What follows belongs to an exercise in optimizing a design on an open flow for small area; a production flow would make more cautious choices.
Function was checked by simulation only, so behaviour that the tests miss may differ from the original.
Power and IR drop assume default switching activity.

==> flow/design.v <==
module top(
  input  wire       mclk,
  input  wire       rst,
  input  wire [3:0] switch_in,
  output wire [6:0] SEG1,  
  output wire [6:0] SEG2,  
  output wire [6:0] SEG3,  
  output wire [6:0] SEG4,  
  output wire [6:0] SEG5,  
  output wire [6:0] SEG6,  
  output wire [7:0] LED
);
localparam [18:0] POL1 = 19'h2aaaa;
localparam [17:0] POL2 = 18'h2aaaa;
reg [18:0] r1;
reg        h1;
reg [17:0] r2;
reg        h2;
wire [18:0] x1 = r1 ^ POL1;
wire [17:0] x2 = r2 ^ POL2;
wire t1 = (r1 == (19'h32971 ^ POL1));
wire t2 = (r2 == (18'h01d62 ^ POL2));
wire tick1 = t1 & ~h1;
wire tick2 = t2 & ~h2;
wire [18:0] n1 = (rst | t1) ? 19'd0 : {x1[17:0], ~(x1[18] ^ x1[5])};
wire [17:0] n2 = (rst | t2) ? 18'd0 : {x2[16:0], ~(x2[17] ^ x2[6])};
always @(posedge mclk) begin
  r1 <= n1 ^ POL1;
  r2 <= n2 ^ POL2;
  if (rst | t1) h1 <= ~rst & ~h1;
  if (rst | t2) h2 <= ~rst & ~h2;
end
reg [3:0] s1n, s2, s3n, B;
wire [3:0] rise = s2 & s3n;
wire [3:0] fall = ~s3n & ~s2;
wire [3:0] rsel = {rise[3] & ~|rise[2:0], rise[2] & ~|rise[1:0], rise[1] & ~rise[0], rise[0]};
wire [3:0] fsel = {fall[3] & ~|fall[2:0], fall[2] & ~|fall[1:0], fall[1] & ~fall[0], fall[0]} & {4{~|rise}};
wire [3:0] press = rsel & ~B;
always @(posedge mclk) begin
  if (rst) begin
    s1n <= 4'hf; s2 <= 4'd0; s3n <= 4'hf; B <= 4'd0;
  end else begin
    s1n <= ~switch_in; s2 <= ~s1n; s3n <= ~s2;
    B <= (B | rsel) & ~fsel;
  end
end
function [2:0] cinc;
  input [2:0] c;
  cinc = {(c[2] & ~c[1]) | (c[1] & c[0]), (c[0] & ~c[1]) | (c[1] & ~c[0] & ~c[2]), ~c[0] & ~(c[2] & c[1])};
endfunction
reg m1, m2;           
reg [2:0] ct, ca;     
reg E;
always @(posedge mclk) begin
  if (rst | press[0]) begin m1 <= ~rst & ~m1 & ~m2; m2 <= ~rst & m1; end
  if (rst | (press[1] & m1)) ct <= cinc(ct) & {3{~rst}};
  if (rst | (press[1] & m2)) ca <= cinc(ca) & {3{~rst}};
  if (rst | press[3]) E <= ~rst & ~E;
end
reg [18:0] P, T, A;
wire        m0 = ~m1 & ~m2;
wire [18:0] V = ({19{m1}} & T) | ({19{m2}} & A) | ({19{m0}} & P);
wire [2:0]  cur = ({3{m1}} & ct) | ({3{m2}} & ca);    
wire        sen = m0 ? tick1 : press[2];
wire [5:0]  cdec = {cur[2] & cur[0], cur[2] & ~cur[1] & ~cur[0], cur[1] & cur[0], ~cur[2] & cur[1] & ~cur[0], ~cur[2] & ~cur[1] & cur[0], ~cur[2] & ~cur[1] & ~cur[0]};
wire [5:0]  sel = {6{sen}} & cdec;
wire [3:0] vs = V[3:0];
wire [2:0] vs10 = V[6:4];
wire [3:0] vm = V[10:7];
wire [2:0] vm10 = V[13:11];
wire [3:0] vh = V[17:14];
wire       vh10 = V[18];
wire e0 = sel[0];
wire e1 = (e0 & vs[3] & vs[0]) | sel[1];
wire e2 = (e1 & vs10[2] & vs10[0]) | sel[2];
wire e3 = (e2 & vm[3] & vm[0]) | sel[3];
wire e4 = (e3 & vm10[2] & vm10[0]) | sel[4];
wire h9 = vh[3] & vh[0];
wire h11 = vh10 & ~vh[3] & ~vh[2] & ~vh[1] & vh[0];
wire [18:0] tog = {
  (e4 & (h9 | h11)) | sel[5],
  e4 & vh[0] & (vh[3] | (vh[2] & vh[1])), e4 & vh[1] & vh[0], e4 & vh[0] & ~vh[3] & ~h11, e4,
  e3 & vm10[0] & (vm10[1] | vm10[2]), e3 & vm10[0] & ~vm10[2], e3,
  e2 & vm[0] & (vm[3] | (vm[2] & vm[1])), e2 & vm[1] & vm[0], e2 & vm[0] & ~vm[3], e2,
  e1 & vs10[0] & (vs10[1] | vs10[2]), e1 & vs10[0] & ~vs10[2], e1,
  e0 & vs[0] & (vs[3] | (vs[2] & vs[1])), e0 & vs[1] & vs[0], e0 & vs[0] & ~vs[3], e0};
wire [18:0] W = (V ^ tog) & {19{~rst}};    
always @(posedge mclk) begin
  P <= ({19{rst | m0}} & W) | ({19{~rst & m1 & tick1}} & T) | ({19{~rst & ~m0 & ~(m1 & tick1)}} & P);
  if (rst | m1) T <= W;
  if (rst | m2) A <= W;
end
wire s_ge = (P[3] & ~A[3]) | (~(P[3] ^ A[3]) & ((P[2] & ~A[2]) | (~(P[2] ^ A[2]) &
            ((P[1] & ~A[1]) | (~(P[1] ^ A[1]) & (P[0] | ~A[0]))))));
wire ring = E & (P[18:7] == A[18:7]) & (s_ge ? (P[6:4] == A[6:4]) : (P[6:4] == {A[6] ^ (A[5] & A[4]), A[5] ^ A[4], ~A[4]}));
reg K;
always @(posedge mclk) begin
  if (rst | tick2) K <= ~rst & ring & ~K;
end
assign LED = {m1, m2, E, {5{K}}};
wire        blk = ~h2 & (m1 | m2);
function [6:0] dec4;
  input [3:0] d;
  begin
  dec4[0] = (~d[0]&~d[2]) | (d[0]&~d[1]&d[2]) | (d[1]&~d[3]) | (~d[1]&d[3]);
  dec4[1] = (~d[0]&~d[1]) | (~d[2]) | (d[0]&d[1]&~d[3]);
  dec4[2] = (~d[1]) | (d[0]&~d[2]) | (d[2]&~d[3]);
  dec4[3] = ~((~d[0]&~d[1]&d[2]) | (d[0]&d[1]&d[2]) | (d[0]&~d[1]&~d[2]&~d[3]));
  dec4[4] = ~((d[0]) | (~d[1]&d[2]));
  dec4[5] = ~((d[0]&d[1]) | (d[1]&~d[2]) | (d[0]&~d[2]&~d[3]));
  dec4[6] = ~((d[0]&d[1]&d[2]) | (~d[1]&~d[2]&~d[3]));
  end
endfunction
function [6:0] dec3;
  input [2:0] d;
  begin
  dec3[0] = ~((~d[0]&d[2]) | (d[0]&~d[1]&~d[2]));
  dec3[1] = (~d[0]&~d[1]) | (~d[2]);
  dec3[2] = (d[0]) | (~d[1]);
  dec3[3] = ~((~d[0]&d[2]) | (d[0]&~d[1]&~d[2]));
  dec3[4] = (~d[0]&~d[2]);
  dec3[5] = ~((d[1]) | (d[0]&~d[2]));
  dec3[6] = (d[1]&~d[2]) | (~d[1]&d[2]);
  end
endfunction
wire [5:0] bd = {6{blk}} & cdec;
assign SEG6 = dec4(V[3:0] | {4{bd[0]}});
assign SEG5 = dec3({V[6] | bd[1], V[5] | bd[1], V[4] & ~bd[1]});
assign SEG4 = dec4(V[10:7] | {4{bd[2]}});
assign SEG3 = dec3({V[13] | bd[3], V[12] | bd[3], V[11] & ~bd[3]});
assign SEG2 = dec4(V[17:14] | {4{bd[4]}});
assign SEG1 = {1'b0, {3{~V[18] & ~bd[5]}}, {2{~bd[5]}}, ~V[18] & ~bd[5]};
endmodule
export LEC_CHECK = 0
export ABC_AREA = 0
export CAP_MARGIN = 20
export CORE_MARGIN = 2
export CORE_UTILIZATION = 40
export SLEW_MARGIN = 20
create_clock -name core_clock -period 10.0 [get_ports {mclk}]
standard.sh (not shown) runs the stock make flow with config.mk's settings and CLKGATE_MAP_FILE= SYNTH_SCRIPT=/design/flow/synth_recipe.tcl, a recipe that flattens the netlist after the stock synthesis.
==> flow/flow/run.sh <==
#!/bin/bash
# The standard layout (standard.sh), with two changes made through the
# variables ORFS reads:
#  - each port gets the smallest buffer cell (buf_1) as its port buffer;
#  - clock tree synthesis uses clkbuf_4 (clkbuf_8 at the root) and inserts no
#    dummy loads.
# All of make's output goes to standard.log in this folder.
export BUFFER_PORTS_ARGS="-buffer_cell sky130_fd_sc_hd__buf_1"
export CTS_ARGS="-sink_clustering_enable -repair_clock_nets -dont_use_dummy_load -buf_list {sky130_fd_sc_hd__clkbuf_4} -root_buf sky130_fd_sc_hd__clkbuf_8"
bash standard.sh > standard.log 2>&1
Edit:
--- a/flow/design.v
+++ b/flow/design.v
@@ -60,12 +60,11 @@
 reg [18:0] P, T, A;
 wire        m0 = ~m1 & ~m2;
 wire [18:0] V = ({19{m1}} & T) | ({19{m2}} & A) | ({19{m0}} & P);
 wire [2:0]  cur = ({3{m1}} & ct) | ({3{m2}} & ca);    
 wire        sen = m0 ? tick1 : press[2];
-wire [5:0]  cdec = {cur[2] & cur[0], cur[2] & ~cur[1] & ~cur[0], cur[1] & cur[0], ~cur[2] & cur[1] & ~cur[0], ~cur[2] & ~cur[1] & cur[0], ~cur[2] & ~cur[1] & ~cur[0]};
-wire [5:0]  sel = {6{sen}} & cdec;
+wire [5:0]  sel = {6{sen}} & {cur == 3'd5, cur == 3'd4, cur == 3'd3, cur == 3'd2, cur == 3'd1, cur == 3'd0};
 wire [3:0] vs = V[3:0];
 wire [2:0] vs10 = V[6:4];
 wire [3:0] vm = V[10:7];
 wire [2:0] vm10 = V[13:11];
 wire [3:0] vh = V[17:14];
@@ -84,11 +83,12 @@
   e2 & vm[0] & (vm[3] | (vm[2] & vm[1])), e2 & vm[1] & vm[0], e2 & vm[0] & ~vm[3], e2,
   e1 & vs10[0] & (vs10[1] | vs10[2]), e1 & vs10[0] & ~vs10[2], e1,
   e0 & vs[0] & (vs[3] | (vs[2] & vs[1])), e0 & vs[1] & vs[0], e0 & vs[0] & ~vs[3], e0};
 wire [18:0] W = (V ^ tog) & {19{~rst}};    
 always @(posedge mclk) begin
-  P <= ({19{rst | m0}} & W) | ({19{~rst & m1 & tick1}} & T) | ({19{~rst & ~m0 & ~(m1 & tick1)}} & P);
+  if (rst | (~m1 & ~m2)) P <= W;
+  else if (tick1 & m1)   P <= V;
   if (rst | m1) T <= W;
   if (rst | m2) A <= W;
 end
 wire s_ge = (P[3] & ~A[3]) | (~(P[3] ^ A[3]) & ((P[2] & ~A[2]) | (~(P[2] ^ A[2]) &
             ((P[1] & ~A[1]) | (~(P[1] ^ A[1]) & (P[0] | ~A[0]))))));
@@ -121,11 +121,11 @@
   dec3[4] = (~d[0]&~d[2]);
   dec3[5] = ~((d[1]) | (d[0]&~d[2]));
   dec3[6] = (d[1]&~d[2]) | (~d[1]&d[2]);
   end
 endfunction
-wire [5:0] bd = {6{blk}} & cdec;
+wire [5:0] bd = {6{blk}} & {cur == 3'd5, cur == 3'd4, cur == 3'd3, cur == 3'd2, cur == 3'd1, cur == 3'd0};
 assign SEG6 = dec4(V[3:0] | {4{bd[0]}});
 assign SEG5 = dec3({V[6] | bd[1], V[5] | bd[1], V[4] & ~bd[1]});
 assign SEG4 = dec4(V[10:7] | {4{bd[2]}});
 assign SEG3 = dec3({V[13] | bd[3], V[12] | bd[3], V[11] & ~bd[3]});
 assign SEG2 = dec4(V[17:14] | {4{bd[4]}});
What happened:
- setup slack gains 0.30 ns
- power came out higher by about 8%
- wire length came out lower by 2.8%
- maximum frequency came out higher by 5.9%
- final cell count came out higher by about 1.1%
- via count came out lower by 2.3%

==> afterwards: timing with drivers on the ports <==
The results above use ideal ports. As a check the final layouts listed here were re-extracted and re-timed, cells and wires unchanged. Step 1 assumes that a clkbuf_16 drives the clock port and a buf_2 every other input. Step 2 also shifts input and output timing later by t, the mid clock arrival at the registers, as if the neighbouring blocks saw the same clock. Slacks: no drivers / after step 1 / after step 2; pairs: no drivers / after step 1.
run | t (ns) | setup slack, ns | hold slack, ns | latest minus earliest clock arrival (ns) | cell pins on the clock port's net
the first run | 0.434 | 4.631 / 4.597 / 5.031 | 0.355 / 0.355 / 0.355 | 0.042 / 0.042 | 1
the second run | 0.417 | 4.928 / 4.894 / 5.311 | 0.353 / 0.353 / 0.353 | 0.044 / 0.045 | 1
After both steps setup and hold are still met in every run listed.
